Background: an optimization exercise with open tools, aiming at small area. Do not read the settings as production practice.
At most, simulation tests tie the RTL to the original design; equivalence was not proved.
Power and IR drop assume default switching activity.

== exp/umber ==
==> flow/design.v (excerpt) <==
module FIFO(
	input wire clk,
	input wire rst,
	input wire W_en,
	input wire R_en,
	input  wire [7:0] W_data,
	output wire [7:0] R_data,
	output reg Empty,
	output reg Full
);
Size: about 240 cells after synthesis, about 140 flip-flops, ~4800 um^2 of cells after synthesis.
==> flow/config.mk <==
export PLATFORM = sky130hd
export DESIGN_NAME = FIFO
export DESIGN_NICKNAME = FIFO
export VERILOG_FILES = /design/flow/design.v
export SDC_FILE = /design/flow/constraint.sdc
export NUM_CORES = 4
export LEC_CHECK = 0
export CAP_MARGIN = 20
export CORE_MARGIN = 2
export CORE_UTILIZATION = 70
export CTS_BUF_LIST = sky130_fd_sc_hd__clkbuf_4
export SLEW_MARGIN = 20
export SYNTH_HIERARCHICAL = 1
==> flow/constraint.sdc <==
create_clock -name core_clock -period 6.0 [get_ports {clk}]
set_input_delay 1.2000 -clock core_clock [delete_from_list [all_inputs] [get_ports {clk}]]
set_output_delay 1.2000 -clock core_clock [all_outputs]
set_load 0.01 [all_outputs]
run.sh (not shown) runs the stock make flow with config.mk's settings and CLKGATE_MAP_FILE= SYNTH_SCRIPT=/design/flow/synth_recipe.tcl, a recipe that flattens the netlist after the stock synthesis.
exp/umber ended with every stage complete and zero timing, DRC or antenna violations.
Here is what was changed in the inputs of exp/fjord compared with exp/umber.
- putting PLACE_DENSITY at 0.9 where nothing was set
- swapping 70 for 85 in CORE_UTILIZATION
--- outcome ---
- Width of the chip is lower on exp/fjord
- On placement row count: between exp/fjord and exp/umber, it ends up higher for exp/umber.
- Weighted congestion at the end of routability-driven global placement: exp/fjord higher than exp/umber
- In the summary table, exp/fjord is marked failed, with error DPL-0033 raised in detailed placement (3_5_place_dp).
- Going from exp/umber to exp/fjord, initial standard-cell utilization of the core went up by 16 points; count of cell types in the netlist did not really move.
Inputs modified between exp/fjord and exp/quartz:
- clearing PLACE_DENSITY, which used to be 0.9
- putting CTS_CLUSTER_DIAMETER at 500 where nothing was set
- putting CTS_CLUSTER_SIZE at 100 where nothing was set
- swapping 85 for 40 in CORE_UTILIZATION
- swapping sky130_fd_sc_hd__clkbuf_4 for sky130_fd_sc_hd__clkbuf_16 in CTS_BUF_LIST
Notes after the runs:
Having completed the whole flow, exp/quartz delivered a layout that passed the timing, DRC and antenna checks.
exp/quartz vs. exp/fjord: starting density of the core down 47 points; chip height has increased; proportion of synthesized flip-flops having asynchronous set or reset about even.
From exp/fjord to exp/quartz the numbers moved as follows: I/O pin count saw little to no change; horizontal die dimension saw an increase; final HPWL from detailed placement saw a decrease; number of rows created at floorplan saw an increase.
Count of mapped cells out of synthesis: exp/fjord vs exp/quartz identical
Setup changes, exp/quartz to exp/indigo
- a deleted CTS_BUF_LIST that had been sky130_fd_sc_hd__clkbuf_16
- a deleted CTS_CLUSTER_DIAMETER that had been 500
- a change of CORE_UTILIZATION from 40 to 70
- a deleted CTS_CLUSTER_SIZE that had been 100
==> flow/flow/run.sh (new file) <==
#!/bin/bash
# The standard layout with three changes:
#  - port buffers are the smallest buffer (buf_1) instead of the default pick;
#  - clock tree from small clock buffers (clkbuf_4), without dummy loads;
# Each tool's output goes to the ORFS logs and to standard.log here.
set -euo pipefail
bash standard.sh \
  BUFFER_PORTS_ARGS="-buffer_cell sky130_fd_sc_hd__buf_1" \
  CTS_ARGS="-sink_clustering_enable -repair_clock_nets -buf_list sky130_fd_sc_hd__clkbuf_4 -dont_use_dummy_load" \
  finish > standard.log 2>&1
==> flow/standard.sh (new file) <==
#!/bin/bash
# synth_recipe.tcl (not shown) runs the flow's synth.tcl, then flattens the netlist and writes it again
# the make line also repeats each setting of config.mk as NAME=value (left out here)
make -C /OpenROAD-flow-scripts/flow DESIGN_CONFIG=/design/flow/config.mk WORK_HOME=/design/flow/orfs CLKGATE_MAP_FILE= SYNTH_SCRIPT=/design/flow/synth_recipe.tcl "${@:-finish}"
removed: flow/run.sh
==> run summary <==
- NOTE total net switching power exp/quartz->exp/indigo decreased by more than 10%
- exp/indigo ended up with R_data[5] as its timing endpoint of the critical path; exp/quartz ended up with R_data[0].
- Comparing exp/indigo and exp/quartz, the higher layout overhead on the synthesized area was measured on exp/quartz.
- Side by side, horizontal die dimension turned out lower in exp/indigo than in exp/quartz.
No functional check of the RTL was part of any run of this note.

The RTL this note starts from:
==> flow/design.v <==
`timescale 1ns / 1ps
module FIFO(
	input wire clk,
	input wire rst,
	input wire W_en,
	input wire R_en,
	input  wire [7:0] W_data,
	output wire [7:0] R_data,
	output reg Empty,
	output reg Full
);
	reg [127:0] mem;
	reg [4:0] c;
	always @(posedge clk)
		if (W_en) mem <= {mem[119:0], W_data};
	wire [3:0] idx = ~c[3:0];
	assign R_data = mem[idx*8 +: 8];
	always @(posedge clk or negedge rst) begin
		if (rst == 1'b0) begin
			c <= 5'd0;
			Empty <= 1'b0;
			Full <= 1'b0;
		end else begin
			Empty <= ~c[4];
			Full <= c[4] & (c[3:0] == 4'd0);
			if (W_en & ~R_en) c <= c - 5'd1;
			else if (R_en & ~W_en) c <= c + 5'd1;
		end
	end
endmodule
==> flow/config.mk <==
export PLATFORM = sky130hd
export DESIGN_NAME = FIFO
export DESIGN_NICKNAME = FIFO
export VERILOG_FILES = /design/flow/design.v
export SDC_FILE = /design/flow/constraint.sdc
export NUM_CORES = 4
export LEC_CHECK = 0
export CAP_MARGIN = 20
export CORE_MARGIN = 2
export CORE_UTILIZATION = 40
export CTS_BUF_LIST = sky130_fd_sc_hd__clkbuf_4
export CTS_CLUSTER_DIAMETER = 100
export CTS_CLUSTER_SIZE = 30
export SLEW_MARGIN = 20
==> flow/constraint.sdc <==
create_clock -name core_clock -period 6.0 [get_ports {clk}]
set_input_delay 1.2000 -clock core_clock [delete_from_list [all_inputs] [get_ports {clk}]]
set_output_delay 1.2000 -clock core_clock [all_outputs]
set_load 0.01 [all_outputs]
Stock flow here: none of the scripts above is used.
The starting point passed the timing, DRC and antenna checks.
Change:
CTS_BUF_LIST = unset   (was sky130_fd_sc_hd__clkbuf_4)
CTS_CLUSTER_DIAMETER = unset   (was 100)
CTS_CLUSTER_SIZE = unset   (was 30)
Non-clock buffer count is unchanged.
Setup slack improved by 0.12 ns.
Count of clock-buffer cells in the layout stays the same.
Via count stays flat.
Power rises by 17%.
Wire length hardly moves.
Core utilization rises by 2.3 points.
Global-route usage came out higher by 0.13 points.
Change:
CTS_BUF_LIST = sky130_fd_sc_hd__clkbuf_8   (was unset)
CTS_CLUSTER_DIAMETER = 200   (was unset)
CTS_CLUSTER_SIZE = 50   (was unset)
What happened:
- The new run completed with no timing, DRC or antenna violations
- power went down by 10%
- sequential cell count stays the same
- clock-buffer cell count decreases by 2
- synthesized area does not change
- die area is unchanged
- wire length barely changes
- via count came out higher by 0.48%
- setup slack got worse by 0.018 ns
- non-clock buffer count stays the same
- maximum frequency drops by 0.44%

==> separate check: timing with driven ports <==
Ports are ideal in the flow. The routed layouts listed here were re-timed in OpenROAD. Step 1 assumes that a clkbuf_16 drives the clock port and a buf_2 every other input. Step 2 moves the port delays by t, midway between the first and last clock arrival at a register: inputs arrive t later, outputs are due t later. That takes back most of the time a late clock gives input paths. Slacks: no drivers / after step 1 / after step 2; pairs: no drivers / after step 1.
| run | t, ns | setup slack, ns | hold slack, ns | worst setup path at the end | slew at the worst register clock pin (ns) |
|---|---|---|---|---|---|
| exp/umber | 0.530 | 1.701 / 1.669 / 2.199 | 0.455 / 0.455 / 0.455 | register to output | 0.12 / 0.12 |
| exp/quartz | 0.442 | 1.971 / 1.936 / 2.377 | 0.448 / 0.448 / 0.448 | register to output | 0.06 / 0.06 |
| exp/indigo | 0.500 | 2.140 / 2.111 / 2.612 | 0.439 / 0.439 / 0.439 | register to output | 0.12 / 0.12 |
| the first run of note 2 | 0.522 | 1.730 / 1.699 / 2.220 | 0.448 / 0.448 / 0.448 | register to output | 0.11 / 0.11 |
| the second run of note 2 | 0.440 | 1.848 / 1.811 / 2.251 | 0.438 / 0.438 / 0.438 | register to output | 0.06 / 0.06 |
| the third run of note 2 | 0.445 | 1.830 / 1.800 / 2.245 | 0.444 / 0.444 / 0.444 | register to output | 0.08 / 0.08 |
After both steps every run listed still meets setup and hold.
